Background: an optimization exercise with open tools, aiming at a short achievable clock period and few clock cycles. Do not read the settings as production practice. The RTL was checked by simulation tests, not by an equivalence proof against the original design. No activity file was given, so power comes from the tool's default toggle rates.

[constraint.sdc]
create_clock -name core_clock -period 6.4 [get_ports {clk}]
set_input_delay 1.2800 -clock core_clock [delete_from_list [all_inputs] [get_ports {clk}]]
set_output_delay 1.2800 -clock core_clock [all_outputs]
set_load 0.01 [all_outputs]
[design.v]
`timescale 1ns / 1ps
module Risc_16_bit(
 input clk,
 input rst,
 output [15:0] imem_addr,
 input  [15:0] imem_data,
 output reg        dmem_we,
 output reg [2:0]  dmem_addr,
 output reg [15:0] dmem_wdata
);
 reg [7:0]  pc;
 reg [15:0] rf  [0:7];
 reg [15:0] mem [0:7];
 reg [7:0] e_ra, e_rb;         
 reg [7:0] e_wen;              
 reg       e_add, e_sub, e_not, e_sll, e_srl, e_and, e_or, e_slt, e_lw;
 reg       e_sw, e_beq, e_bne, e_pred;
 reg [5:0] e_imm;
 reg [7:0] e_alt;              
 assign imem_addr = {7'd0, pc, 1'b0};
 wire [15:0] ins = imem_data;
 wire [3:0]  op  = ins[15:12];
 wire f_j   = (op == 4'b1101);
 wire f_beq = (op == 4'b1011);
 wire f_bne = (op == 4'b1100);
 wire f_lw  = (op == 4'b0000);
 wire f_sw  = (op == 4'b0001);
 wire f_rtype = !(f_j | f_beq | f_bne | f_lw | f_sw);
 wire f_pred = f_bne | (f_beq & ins[5]);
 wire [7:0] pc1   = pc + 8'd1;
 wire [7:0] f_tgt = pc1 + {{2{ins[5]}}, ins[5:0]};
 wire [15:0] a, b;
 wire eq = (a == b);
 wire e_taken = (e_beq & eq) | (e_bne & ~eq);
 wire e_mis = (e_beq | e_bne) & (e_taken != e_pred);
 wire [7:0] pc_next = e_mis ? e_alt :
                      f_j   ? ins[7:0] :
                      f_pred ? f_tgt : pc1;
 function [7:0] onehot(input [2:0] x);
  onehot = 8'd1 << x;
 endfunction
 always @(posedge clk) begin
  if (rst) begin
   pc <= 8'd0;
   e_ra <= 8'd0; e_rb <= 8'd0; e_wen <= 8'd0;
   {e_add, e_sub, e_not, e_sll, e_srl, e_and, e_or, e_slt, e_lw} <= 9'd0;
   {e_sw, e_beq, e_bne, e_pred} <= 4'd0;
   e_imm <= 6'd0; e_alt <= 8'd0;
  end else begin
   pc <= pc_next;
   e_ra <= onehot(ins[11:9]);
   e_rb <= onehot(ins[8:6]);
   e_imm <= ins[5:0];
   e_alt <= f_pred ? pc1 : f_tgt;
   e_pred <= f_pred;
   if (e_mis) begin
    e_wen <= 8'd0;
    {e_add, e_sub, e_not, e_sll, e_srl, e_and, e_or, e_slt, e_lw} <= 9'd0;
    {e_sw, e_beq, e_bne} <= 3'd0;
   end else begin
    e_wen <= f_lw ? onehot(ins[8:6]) : f_rtype ? onehot(ins[5:3]) : 8'd0;
    e_add <= (op == 4'b0010) | (op == 4'b1010) | (op == 4'b1110) | (op == 4'b1111);
    e_sub <= (op == 4'b0011);
    e_not <= (op == 4'b0100);
    e_sll <= (op == 4'b0101);
    e_srl <= (op == 4'b0110);
    e_and <= (op == 4'b0111);
    e_or  <= (op == 4'b1000);
    e_slt <= (op == 4'b1001);
    e_lw  <= f_lw;
    e_sw  <= f_sw;
    e_beq <= f_beq;
    e_bne <= f_bne;
   end
  end
 end
 reg [15:0] ra, rb;
 integer i;
 always @(*) begin
  ra = 16'd0; rb = 16'd0;
  for (i = 0; i < 8; i = i + 1) begin
   ra = ra | ({16{e_ra[i]}} & rf[i]);
   rb = rb | ({16{e_rb[i]}} & rf[i]);
  end
 end
 assign a = ra;
 assign b = rb;
 wire [15:0] sum  = a + b;
 wire [16:0] dif  = {1'b0, a} - {1'b0, b};
 wire        big  = |b[15:4];
 wire [15:0] shl  = big ? 16'd0 : (a << b[3:0]);
 wire [15:0] shr  = big ? 16'd0 : (a >> b[3:0]);
 wire [2:0]  ma   = a[2:0] + e_imm[2:0];
 wire [15:0] ld   = mem[ma];
 wire [15:0] res =
   ({16{e_add}} & sum) |
   ({16{e_sub}} & dif[15:0]) |
   ({16{e_not}} & ~a) |
   ({16{e_sll}} & shl) |
   ({16{e_srl}} & shr) |
   ({16{e_and}} & (a & b)) |
   ({16{e_or}}  & (a | b)) |
   ({16{e_slt}} & {15'd0, dif[16]}) |
   ({16{e_lw}}  & ld);
 always @(posedge clk) begin
  if (rst) begin
   for (i = 0; i < 8; i = i + 1) begin
    rf[i]  <= 16'd0;
    mem[i] <= 16'd0;
   end
   dmem_we <= 1'b0;
   dmem_addr <= 3'd0;
   dmem_wdata <= 16'd0;
  end else begin
   for (i = 0; i < 8; i = i + 1)
    if (e_wen[i]) rf[i] <= res;
   if (e_sw) mem[ma] <= b;
   dmem_we <= e_sw;
   dmem_addr <= ma;
   dmem_wdata <= b;
  end
 end
endmodule
[config.mk]
export PLATFORM = sky130hd
export DESIGN_NAME = Risc_16_bit
export DESIGN_NICKNAME = Risc_16_bit
export VERILOG_FILES = /design/flow/design.v
export SDC_FILE = /design/flow/constraint.sdc
export NUM_CORES = 4
export LEC_CHECK = 0
export ABC_CLOCK_PERIOD_IN_PS = 2000
export CAP_MARGIN = 20
export CORE_MARGIN = 2
export CORE_UTILIZATION = 40
export SETUP_SLACK_MARGIN = 4.0
export SLEW_MARGIN = 20
[run.sh]
#!/bin/bash
# synth_recipe.tcl (not shown) runs the flow's synth.tcl, then flattens the netlist and writes it again
# the make line also repeats each setting of config.mk as NAME=value (left out here)
make -C /OpenROAD-flow-scripts/flow DESIGN_CONFIG=/design/flow/config.mk WORK_HOME=/design/flow/orfs CLKGATE_MAP_FILE= SYNTH_SCRIPT=/design/flow/synth_recipe.tcl finish
==> results of run 1 <==
routing by layer:
layer	GRT usage	up-vias
met2	0.4408	1164
met3	0.05132	211
met5	0	-
met1	0.3969	8387
met4	0.1349	0
li1	-	7379
sequential cells by signal (all words and copies together) (netlist names), 3 cells and up:
signal / count
mem: 128
e_alt: 8
e_imm: 3
dmem_addr: 3
e_rb: 8
e_wen: 8
e_ra: 8
dmem_wdata: 16
pc: 8
rf: 128
critical path, cell delays in order, from the launching register on:
cell and delay (ps):
sky130_fd_sc_hd__dfxtp_4 360, sky130_fd_sc_hd__buf_6 150, sky130_fd_sc_hd__a22oi_2 110, sky130_fd_sc_hd__and4_4 270
sky130_fd_sc_hd__buf_4 170, sky130_fd_sc_hd__fa_2 440, sky130_fd_sc_hd__o21bai_4 190, sky130_fd_sc_hd__o2111ai_4 170
sky130_fd_sc_hd__a211o_4 390, sky130_fd_sc_hd__a21oi_4 210, sky130_fd_sc_hd__mux2i_1 90, sky130_fd_sc_hd__a311o_1 320
sky130_fd_sc_hd__a2111oi_4 300, sky130_fd_sc_hd__buf_6 200, sky130_fd_sc_hd__a211oi_1 90
cell usage after synthesis, drive strengths merged, types with 5 or more instances:
cell,n,area [um2]
dfxtp,204,4084
clkinv,5,20.01
mux2i,89,890.9
nor2,347,1310
a21oi,56,291.5
and4,19,166.4
o211ai,19,142.6
a311oi,11,102.6
nand3b,5,37.54
nor3b,10,75.07
a211oi,117,923.4
nand4,25,205.2
o22ai,6,37.54
o221ai,10,93.84
and2,8,50.05
ha,53,663.1
mux2,9,105.1
o21ai,41,205.2
mux4,25,563.0
clkbuf,109,409.1
o21bai,8,60.06
nand2b,18,112.6
a32oi,8,70.07
nand3,21,105.1
nor3,35,185.2
xor2,11,115.1
a221oi,8,76.32
a21o,16,120.1
a31oi,6,37.54
a2111oi,8,201.4
nor4,16,166.4
inv,55,206.5
nor2b,13,81.33
edfxtp,128,3844
buf,55,357.9
nand2,87,331.6
xnor2,20,201.5
and3,6,37.54
a22oi,134,1031
layout make-up:
cell class                      count  area, um2
Multi-Input combinational cell   1334      11830
Clock buffer                       59       1152
Inverter                           60      250.2
Timing Repair Buffer              299       3199
Fill cell                        3707      19870
Tap cell                          600      750.7
Clock inverter                     13      138.9
Sequential cell                   332       7995
where the power goes:
group	total [mW]	internal, mW	switching (mW)
combinational	0.918	0.396	0.522
clock	2.24	1.33	0.911
sequential	2.33	2.27	0.0600
total	5.49	4.00	1.49
worst min-delay path by stage:
stage                     depth (start not counted)  slack, ps                start               end
after floorplan                                   2        440  e_alt[7]$_SDFF_PP0_  pc[7]$_SDFF_PP0_
after global placement                            2        450  e_alt[3]$_SDFF_PP0_  pc[3]$_SDFF_PP0_
after detailed placement                          2        460  e_alt[6]$_SDFF_PP0_  pc[6]$_SDFF_PP0_
after CTS                                         2        470  e_alt[3]$_SDFF_PP0_  pc[3]$_SDFF_PP0_
after global routing                              2        500  e_alt[0]$_SDFF_PP0_  pc[0]$_SDFF_PP0_
final                                             2        470  e_alt[3]$_SDFF_PP0_  pc[3]$_SDFF_PP0_
through the flow:
stage / worst slack (ps) / utilization / power (mW) / cells
after CTS: 2794 / 0.5322 / 5.401 / 2661
after global placement: 1543 / 0.4327 / 3.000 / 2398
final: 2761 / 0.5602 / 5.491 / 2697
after global routing: 2654 / 0.5602 / 5.646 / 2697
after floorplan: 2674 / - / 2.836 / 1881
after detailed placement: 1431 / 0.4327 / 3.006 / 2398
cell families after synthesis:
| logic type | after synthesis | share of synthesized area |
|---|---|---|
| buffers and inverters | 224 | 0.05445 |
| muxes | 123 | 0.08544 |
| AOI/OAI and AO/OA | 486 | 0.2063 |
| and+or+nand+nor | 620 | 0.1611 |
| DFF | 332 | 0.4345 |
| adders and majority gates | 57 | 0.04073 |
| xor gates and xnor gates | 31 | 0.01735 |
| other | 1 | 0.0002055 |
what timing repair did:
action | 4_1_cts | 5_1_grt
setup buffers | 174 | 35
cloned | 17 | 1
endpoints found under the setup margin | 455 | 435
resized for setup | 418 | 251
pin swaps | 75 | 55
cells in the final DEF (no fill, tap or decap), types with 21 or more instances in the layout:
cell type	netlist	final
sky130_fd_sc_hd__nand2_1	85	68
sky130_fd_sc_hd__ha_1	53	26
sky130_fd_sc_hd__a22oi_1	129	106
sky130_fd_sc_hd__buf_4	17	138
sky130_fd_sc_hd__a22oi_2	5	28
sky130_fd_sc_hd__nor2_2	0	30
sky130_fd_sc_hd__nor2_4	1	68
sky130_fd_sc_hd__a211oi_2	9	50
sky130_fd_sc_hd__dfxtp_1	204	180
sky130_fd_sc_hd__buf_6	8	64
sky130_fd_sc_hd__nor3_1	33	24
sky130_fd_sc_hd__edfxtp_1	128	128
sky130_fd_sc_hd__inv_1	53	44
sky130_fd_sc_hd__nor2_1	346	249
sky130_fd_sc_hd__ha_4	0	21
sky130_fd_sc_hd__buf_12	0	30
sky130_fd_sc_hd__clkbuf_16	0	41
sky130_fd_sc_hd__o21ai_0	36	33
sky130_fd_sc_hd__a211oi_1	108	66
sky130_fd_sc_hd__mux2i_1	89	80
sky130_fd_sc_hd__a21oi_1	55	41
sky130_fd_sc_hd__mux4_2	25	25
==> impl_summary.log, run 1 <==
INFO  metric outcome = timing/DRC/antenna clean
INFO  metric detailroute.wirelength.met2 = 31,890 um
INFO  metric mapped_area = 0.01825 mm2
INFO  metric n_antenna_cell = 0
INFO  metric setup.worst_path.start = e_rb[2]$_SDFF_PP0_
INFO  metric met3_wirelength = 7774 um
INFO  metric synthesis.instances = 1,874
INFO  metric ctsRootBufferMaster = sky130_fd_sc_hd__clkbuf_16
INFO  metric clk-insertion-delay-late = 550 ps
INFO  metric r2r_path_end = rf[7][12]$_SDFFE_PP0P_
INFO  metric fp.dieH = 217.6 um
INFO  metric core_footprint = 0.04519 mm2
INFO  metric fin_crit = 3639 ps
INFO  metric timing.hold.ws = 465.6 ps
INFO  metric design.die.area = 0.04734 mm2
INFO  metric max_clock_freq = 274.8 MHz
INFO  metric gp_congestion = 0.9627
INFO  metric synth_seq_area_share = 0.4345
INFO  metric ctsHtreeMaxLevel = 2
INFO  metric worstHoldPathType = reg -> reg
INFO  metric timing.critical_path.required = 6770 ps
INFO  metric drt_pre_antenna_iters = 8
INFO  metric netlist-cell-type-count = 94
INFO  metric tritoncts = built
INFO  metric path_class = reg -> reg
INFO  metric rr_worst_depth = 14
INFO  metric layout-drive-gt1-share = 0.3734
INFO  metric power_density = 216.9 mW/mm2
INFO  metric placed_cell_area = 0.01955 mm2
INFO  metric groute.usage.overall = 0.2887
INFO  metric cell_leakage_power = 9.118 nW
INFO  metric layout_worst_path_cycle_share = 0.5686
INFO  metric route.antenna.remaining_nets = 0
INFO  metric worst_r2r_startpoint = e_rb[2]$_SDFF_PP0_
INFO  metric timing.clock.skew = 19.27 ps
INFO  metric cp-start-kind = flop
INFO  metric global_route_wire_length_before_repair = 103,600 um
INFO  metric final_report_max_slew_violation_count = 0
INFO  metric die_width = 217.6 um
INFO  metric slew_headroom = 0.2986
INFO  metric crit_path_end = rf[7][12]$_SDFFE_PP0P_
INFO  metric postSynthAreaPerCell = 9.737 um2
INFO  metric fin_tns_setup = 0 ps
INFO  metric data_arrival_time_of_the_worst_path = 4010 ps
INFO  metric worst_setup_hold_path_clk_slew = 60 ps
INFO  metric drt_iter0_drc = 2,157
INFO  metric max_cap_viol_count = 0
INFO  metric place.port_buffers = 45
INFO  metric grt_max_degree = 111
INFO  metric via_count_of_the_first_global_routing_pass = 16,420
INFO  metric numCtsBuffers = 39
INFO  metric wirelength = 71,430 um
INFO  metric vias_per_cell = 6.356
INFO  metric synth_seq_cells = 332
INFO  metric placement_rows = 78
INFO  metric setup_slack_of_the_most_critical_reg_to_reg_path = 2760 ps
INFO  metric post-dp-hpwl = 41,220 um
INFO  metric post-route-drc-count = 0
INFO  metric antenna_found_initial = 0
INFO  metric unrepaired_setup_endpoints_after_global_routing = true
INFO  metric cts.path.max_buffers = 3
INFO  metric worst_ir_drop_vdd = 0.2023 mV
INFO  metric yosys_warnings = 2
INFO  metric num_io_pins = 54
INFO  metric effective_utilization_at_floorplan = 0.4038
INFO  metric worst-path-max-fanout = 9
INFO  metric areaGrowthSynthToFinish = 38.73%
INFO  metric synth_async_sr_flop_share = 0
INFO  metric overflow = 0
INFO  metric synth_edf_count = 128
INFO  metric final_hold_viol_count = 0
INFO  metric post_cts_hold_buffer_count = 0
INFO  metric top_layer_used = met4
INFO  metric post_route_m1_wl = 28,400 um
INFO  metric final_net_count = 2,141
INFO  metric dr_total_vias = 17,140
INFO  metric endpoint_kind = flop
INFO  metric tightest_slew = 1052 ps
INFO  metric routedWlPerCell = 26.48 um
INFO  metric stdcell_area = 0.02531 mm2
INFO  metric setup-violations-final = 0
INFO  metric clock_sink_count = 332
INFO  metric synth_top_flop_cell = sky130_fd_sc_hd__dfxtp_1
Testbench counts, summed over its fixed seeds: cycles 25,148.
==> run 2: changes to the inputs <==
==> design.v (replaced) <==
`timescale 1ns / 1ps
module Risc_16_bit(
 input clk,
 input rst,
 output [15:0] imem_addr,
 input  [15:0] imem_data,
 output        dmem_we,
 output [2:0]  dmem_addr,
 output [15:0] dmem_wdata
);
 reg [7:0]  pc;
 reg [15:0] rf  [0:7];
 reg [15:0] mem [0:7];
 reg [15:0] e_a, e_b;          
 reg [2:0]  e_dst;             
 reg        e_we;              
 reg        e_add, e_sub, e_not, e_sll, e_srl, e_and, e_or, e_slt, e_lw;
 reg        e_sw, e_beq, e_bne, e_pred;
 reg [2:0]  e_imm;             
 reg [7:0]  e_alt;             
 assign imem_addr = {7'd0, pc, 1'b0};
 wire [15:0] ins = imem_data;
 wire [3:0]  op  = ins[15:12];
 wire f_j   = (op == 4'b1101);
 wire f_beq = (op == 4'b1011);
 wire f_bne = (op == 4'b1100);
 wire f_lw  = (op == 4'b0000);
 wire f_sw  = (op == 4'b0001);
 wire f_rtype = !(f_j | f_beq | f_bne | f_lw | f_sw);
 wire f_pred = f_bne | (f_beq & ins[5]);
 wire [7:0] pc1   = pc + 8'd1;
 wire [7:0] f_tgt = pc1 + {{2{ins[5]}}, ins[5:0]};
 wire eq = (e_a == e_b);
 wire e_taken = (e_beq & eq) | (e_bne & ~eq);
 wire e_mis = (e_beq | e_bne) & (e_taken != e_pred);
 wire [7:0] pc_next = e_mis ? e_alt :
                      f_j   ? ins[7:0] :
                      f_pred ? f_tgt : pc1;
 wire [15:0] res;
 wire fwd_a = e_we & (e_dst == ins[11:9]);
 wire fwd_b = e_we & (e_dst == ins[8:6]);
 wire [15:0] f_a = fwd_a ? res : rf[ins[11:9]];
 wire [15:0] f_b = fwd_b ? res : rf[ins[8:6]];
 always @(posedge clk) begin
  if (rst) begin
   pc <= 8'd0;
   e_a <= 16'd0; e_b <= 16'd0;
   e_dst <= 3'd0; e_we <= 1'b0;
   {e_add, e_sub, e_not, e_sll, e_srl, e_and, e_or, e_slt, e_lw} <= 9'd0;
   {e_sw, e_beq, e_bne, e_pred} <= 4'd0;
   e_imm <= 3'd0; e_alt <= 8'd0;
  end else begin
   pc <= pc_next;
   e_a <= f_a;
   e_b <= f_b;
   e_imm <= ins[2:0];
   e_alt <= f_pred ? pc1 : f_tgt;
   e_pred <= f_pred;
   e_dst <= f_lw ? ins[8:6] : ins[5:3];
   if (e_mis) begin
    e_we <= 1'b0;
    {e_add, e_sub, e_not, e_sll, e_srl, e_and, e_or, e_slt, e_lw} <= 9'd0;
    {e_sw, e_beq, e_bne} <= 3'd0;
   end else begin
    e_we  <= f_lw | f_rtype;
    e_add <= (op == 4'b0010) | (op == 4'b1010) | (op == 4'b1110) | (op == 4'b1111);
    e_sub <= (op == 4'b0011);
    e_not <= (op == 4'b0100);
    e_sll <= (op == 4'b0101);
    e_srl <= (op == 4'b0110);
    e_and <= (op == 4'b0111);
    e_or  <= (op == 4'b1000);
    e_slt <= (op == 4'b1001);
    e_lw  <= f_lw;
    e_sw  <= f_sw;
    e_beq <= f_beq;
    e_bne <= f_bne;
   end
  end
 end
 wire [15:0] a = e_a;
 wire [15:0] b = e_b;
 wire [15:0] sum  = a + b;
 wire [16:0] dif  = {1'b0, a} - {1'b0, b};
 wire        big  = |b[15:4];
 wire [15:0] shl  = big ? 16'd0 : (a << b[3:0]);
 wire [15:0] shr  = big ? 16'd0 : (a >> b[3:0]);
 wire [2:0]  ma   = a[2:0] + e_imm;
 wire [15:0] ld   = mem[ma];
 assign res =
   ({16{e_add}} & sum) |
   ({16{e_sub}} & dif[15:0]) |
   ({16{e_not}} & ~a) |
   ({16{e_sll}} & shl) |
   ({16{e_srl}} & shr) |
   ({16{e_and}} & (a & b)) |
   ({16{e_or}}  & (a | b)) |
   ({16{e_slt}} & {15'd0, dif[16]}) |
   ({16{e_lw}}  & ld);
 assign dmem_we    = e_sw;
 assign dmem_addr  = ma;
 assign dmem_wdata = b;
 integer i;
 always @(posedge clk) begin
  if (rst) begin
   for (i = 0; i < 8; i = i + 1) begin
    rf[i]  <= 16'd0;
    mem[i] <= 16'd0;
   end
  end else begin
   if (e_we) rf[e_dst] <= res;
   if (e_sw) mem[ma] <= b;
  end
 end
endmodule
==> run 2 against run 1 <==
Compared with the run above:
- highest routed layer unchanged
- critical endpoint is now dmem_addr[2]
- power increased by 18%
- largest cell class unchanged
- via count is 5.6% lower
- still clean on timing, DRC and antenna
- first-iteration DRC count fell by 16%
- critical path depth fell by 8
- maximum frequency rose by 11%
- non-clock buffer count increased by 2
==> impl_summary.log, run 2 <==
INFO  metric synthesis.instances = 1,705
INFO  metric ctsRootBufferMaster = sky130_fd_sc_hd__clkbuf_16
INFO  metric post-dp-hpwl = 37,770 um
INFO  metric unrepaired_setup_endpoints_after_global_routing = true
INFO  metric top_cell_type_s_share_of_synthesized_area = 0.4024
INFO  metric synth_simple_gate_area_share = 0.1448
INFO  metric route.antenna.remaining_nets = 0
INFO  metric overflow = 0
INFO  metric placed_cells_incl_taps = 2,236
INFO  metric place.port_buffers = 45
INFO  metric post_cts_hold_buffer_count = 0
INFO  metric synth_compound_gate_area_share = 0.1298
INFO  metric mostFrequentLayoutCell = sky130_fd_sc_hd__edfxtp_1
INFO  metric grt_max_degree = 57
INFO  metric synth_edf_count = 256
INFO  metric timing.critical_path.required = 5120 ps
INFO  metric final_report_max_slew_violation_count = 0
INFO  metric clk-insertion-delay-late = 580 ps
INFO  metric placement_rows = 80
INFO  metric power_density = 249.2 mW/mm2
INFO  metric max_cap_viol_count = 0
INFO  metric yosys_warnings = 1
INFO  metric gp_congestion = 0.9263
INFO  metric largest_registers = mem (128), rf (128)
INFO  metric final.fill_count = 3,881
INFO  metric via_count_of_the_first_global_routing_pass = 15,810
INFO  metric routedWlPerCell = 27.17 um
INFO  metric cts.path.max_buffers = 3
INFO  metric regArea = 0.009179 mm2
INFO  metric synth.area.top_cells = sky130_fd_sc_hd__edfxtp_1 40%, sky130_fd_sc_hd__mux4_2 13%, sky130_fd_sc_hd__dfxtp_1 7.1%
INFO  metric seqPwrFrac = 0.377
INFO  metric layout.cells.most_common_list = 256 x sky130_fd_sc_hd__edfxtp_1, 179 x sky130_fd_sc_hd__nor2_1, 143 x sky130_fd_sc_hd__buf_4, 108 x sky130_fd_sc_hd__mux4_2, 93 x sky130_fd_sc_hd__nand2_1
INFO  metric netlist-cell-type-count = 85
INFO  metric dr_total_vias = 16,180
INFO  metric final_hold_viol_count = 0
INFO  metric ctsHtreeMaxLevel = 2
INFO  metric cell_leakage_power = 9.185 nW
INFO  metric p_switching = 2.036 mW
INFO  metric die_width = 222.6 um
INFO  metric groute.usage.overall = 0.2699
INFO  metric effective_utilization_at_floorplan = 0.4027
INFO  metric final_instance_count_without_filler_cells = 2,561
INFO  metric drt_pre_antenna_iters = 5
INFO  metric dominant_combinational_cell_family_by_area_after_synthesis = multiplexers
INFO  metric data_arrival_time_of_the_worst_path = 2000 ps
INFO  metric design.die.area = 0.04953 mm2
INFO  metric timing.hold.ws = 430.9 ps
INFO  metric worst_setup_hold_path_clk_slew = 60 ps
INFO  metric synth_async_sr_flop_share = 0
INFO  metric synthMostInstantiatedCell = sky130_fd_sc_hd__edfxtp_1
INFO  metric timing.critical_path.slowest_stage_cell = sky130_fd_sc_hd__fa_2
INFO  metric final_net_count = 1,998
INFO  metric worstHoldPathType = reg -> reg
INFO  metric clock_sink_count = 324
INFO  metric synth_seq_area_share = 0.4736
INFO  metric post-place-ws = 2086 ps
INFO  metric outcome = timing/DRC/antenna clean
INFO  metric synth_xor_area_frac = 0.01316
INFO  metric path_class = reg -> out
INFO  metric tritoncts = built
INFO  metric crit_path_cell_trace = ha_4 -> fa_2 -> inv_4 -> xnor2_4 -> bufinv_16 -> buf_6
INFO  metric antenna_found_initial = 0
INFO  metric layout-drive-gt1-share = 0.4054
INFO  metric slew_headroom = 0.3655
INFO  metric n_antenna_cell = 0
INFO  metric worst-path-max-fanout = 2
INFO  metric cpPeakStageDelay = 380 ps
INFO  metric areaGrowthSynthToFinish = 36.37%
INFO  metric global_route_wire_length_before_repair = 100,900 um
INFO  metric ys_top_cells_by_count = 256 x sky130_fd_sc_hd__edfxtp_1, 200 x sky130_fd_sc_hd__nor2_1, 122 x sky130_fd_sc_hd__nand2_1
INFO  metric synthAdderAreaFrac = 0.04217
INFO  metric core_footprint = 0.04745 mm2
INFO  metric setup-violations-final = 0
INFO  metric worst_ir_drop_vdd = 0.1728 mV
INFO  metric max_clock_freq = 305.1 MHz
INFO  metric multi_input_area = 0.01116 mm2
INFO  metric numCtsBuffers = 38
INFO  metric fin_crit = 3277 ps
INFO  metric pwr-share-comb = 0.284
INFO  metric cell_internal_pwr = 4.456 mW
INFO  metric total_power = 6.492 mW
INFO  metric num_io_pins = 54
INFO  metric mapped_area = 0.01911 mm2
INFO  metric synth_top_flop_cell = sky130_fd_sc_hd__edfxtp_1
INFO  metric fp.dieH = 222.6 um
INFO  metric cp-start-kind = flop
INFO  metric synth.mux.area_fraction = 0.1489
INFO  metric tightest_slew = 943.6 ps
INFO  metric power.switching_fraction = 0.3136
INFO  metric synth_seq_cells = 324
INFO  metric power_frac_clock = 0.339
INFO  metric finalWorstSetupSlack = 3123 ps
INFO  metric drt_iter0_drc = 1,810
INFO  metric postSynthAreaPerCell = 11.21 um2
INFO  metric layout_worst_path_cycle_share = 0.5121
INFO  metric post-route-drc-count = 0
INFO  metric fin_tns_setup = 0 ps
INFO  metric wirelength = 69,580 um
INFO  metric timing.clock.skew = 23.43 ps
INFO  metric vias_per_cell = 6.318
INFO  metric yosysTopAreaCell = sky130_fd_sc_hd__edfxtp_1
INFO  metric endpoint_kind = output pin
==> run 2: per-layer routing <==
| layer | wire length (um) | vias up | GRT usage | part of all wire |
|---|---|---|---|---|
| met3 | 5926 | 211 | 0.04509 | 0.085 |
| met4 | 3391 | 0 | 0.1271 | 0.049 |
| met5 | 0 | - | 0 | 0 |
| met2 | 33970 | 956 | 0.4565 | 0.49 |
| met1 | 26290 | 8094 | 0.3378 | 0.38 |
| li1 | - | 6920 | - | - |
==> run 2: kinds of logic after synthesis <==
kind of cell    Yosys count
mux                     148
fa+ha+maj                62
xor+xnor                 27
simple gates            588
other cells               1
buf+inv                 219
compound gates          336
flops                   324
==> run 2: repair_timing <==
| action | CTS | global route |
|---|---|---|
| cloned | 18 | 12 |
| pin swaps | 63 | 49 |
| gates resized for setup | 416 | 171 |
| setup endpoints to repair | 589 | 471 |
| buffers inserted | 168 | 59 |
==> run 2: area by class of cell <==
type	instances	area share
timing repair buffer	301	0.1237
clock buffer	47	0.03856
timing repair inverter	4	0.001441
sequential	324	0.3523
inverter	66	0.01690
multi-input combinational	1183	0.4284
clock inverter	21	0.009173
tap	615	0.02953
==> run 2: final timing paths <==
path / startpoint / slack (ps) / cells after the start / endpoint
max: e_a[0]$_SDFF_PP0_ / 3120 / 6 / dmem_addr[2]
min: e_alt[5]$_SDFF_PP0_ / 430 / 2 / pc[5]$_SDFF_PP0_
max reg2reg: e_a[0]$_SDFF_PP0_ / 3150 / 15 / rf[7][3]$_SDFFCE_PN0P_
min reg2reg: e_alt[5]$_SDFF_PP0_ / 430 / 2 / pc[5]$_SDFF_PP0_
==> run 2: per-stage QoR <==
step / cell area [um2] / util
floorplan: 20250 / -
global placement: 20450 / 0.4310
detailed placement: 20460 / 0.4311
CTS: 24680 / 0.5203
global route: 26050 / 0.5491
finish: 26050 / 0.5491
==> run 2: worst max-delay path: cells and delay by family (launching register included) <==
family,cells,cell delay [ps]
XOR/XNOR,1,130
adder cells (fa/ha/maj),2,530
flip-flops,1,360
buffers and inverters,3,410
==> run 2: power by group through the flow <==
stage,combinational (mW),sequential (mW),clock (mW)
floorplan,0.904,2.46,0
global route,1.92,2.46,2.31
CTS,1.60,2.45,2.22
global placement,1.12,2.52,0
finish,1.84,2.45,2.20
detailed placement,1.14,2.52,0
Testbench counts of run 2, summed over its fixed seeds: cycles 24,956.

## re-timing with driven ports
The results above use ideal ports. As a check the final layouts listed here were re-extracted and re-timed, cells and wires unchanged. Step 1 assumes that a clkbuf_16 drives the clock port and a buf_2 every other input. Step 2 adds t to the input delays and takes it off the output delays; t is the mean of the earliest and latest rising clock arrival at the registers after step 1. Input paths then give back, and output paths get back, about the clock's delay inside the block. Three values: ideal ports, drivers, drivers and shift; two values: the first two.
run | shift t [ns] | setup slack, ns | slew at the worst register clock pin (ns) | worst slew at a driven data input, ns | pins driven straight from the clock port
run 1 | 0.596 | 2.761 / 2.762 / 2.761 | 0.07 / 0.07 | 0.06 | 1
run 2 | 0.628 | 3.123 / 3.063 / 2.962 | 0.07 / 0.07 | 0.05 | 1
After both steps setup and hold are still met in every run listed. For run 2, which loses most, drivers alone change the setup slack by -0.060 ns; drivers and shift together by -0.161 ns.
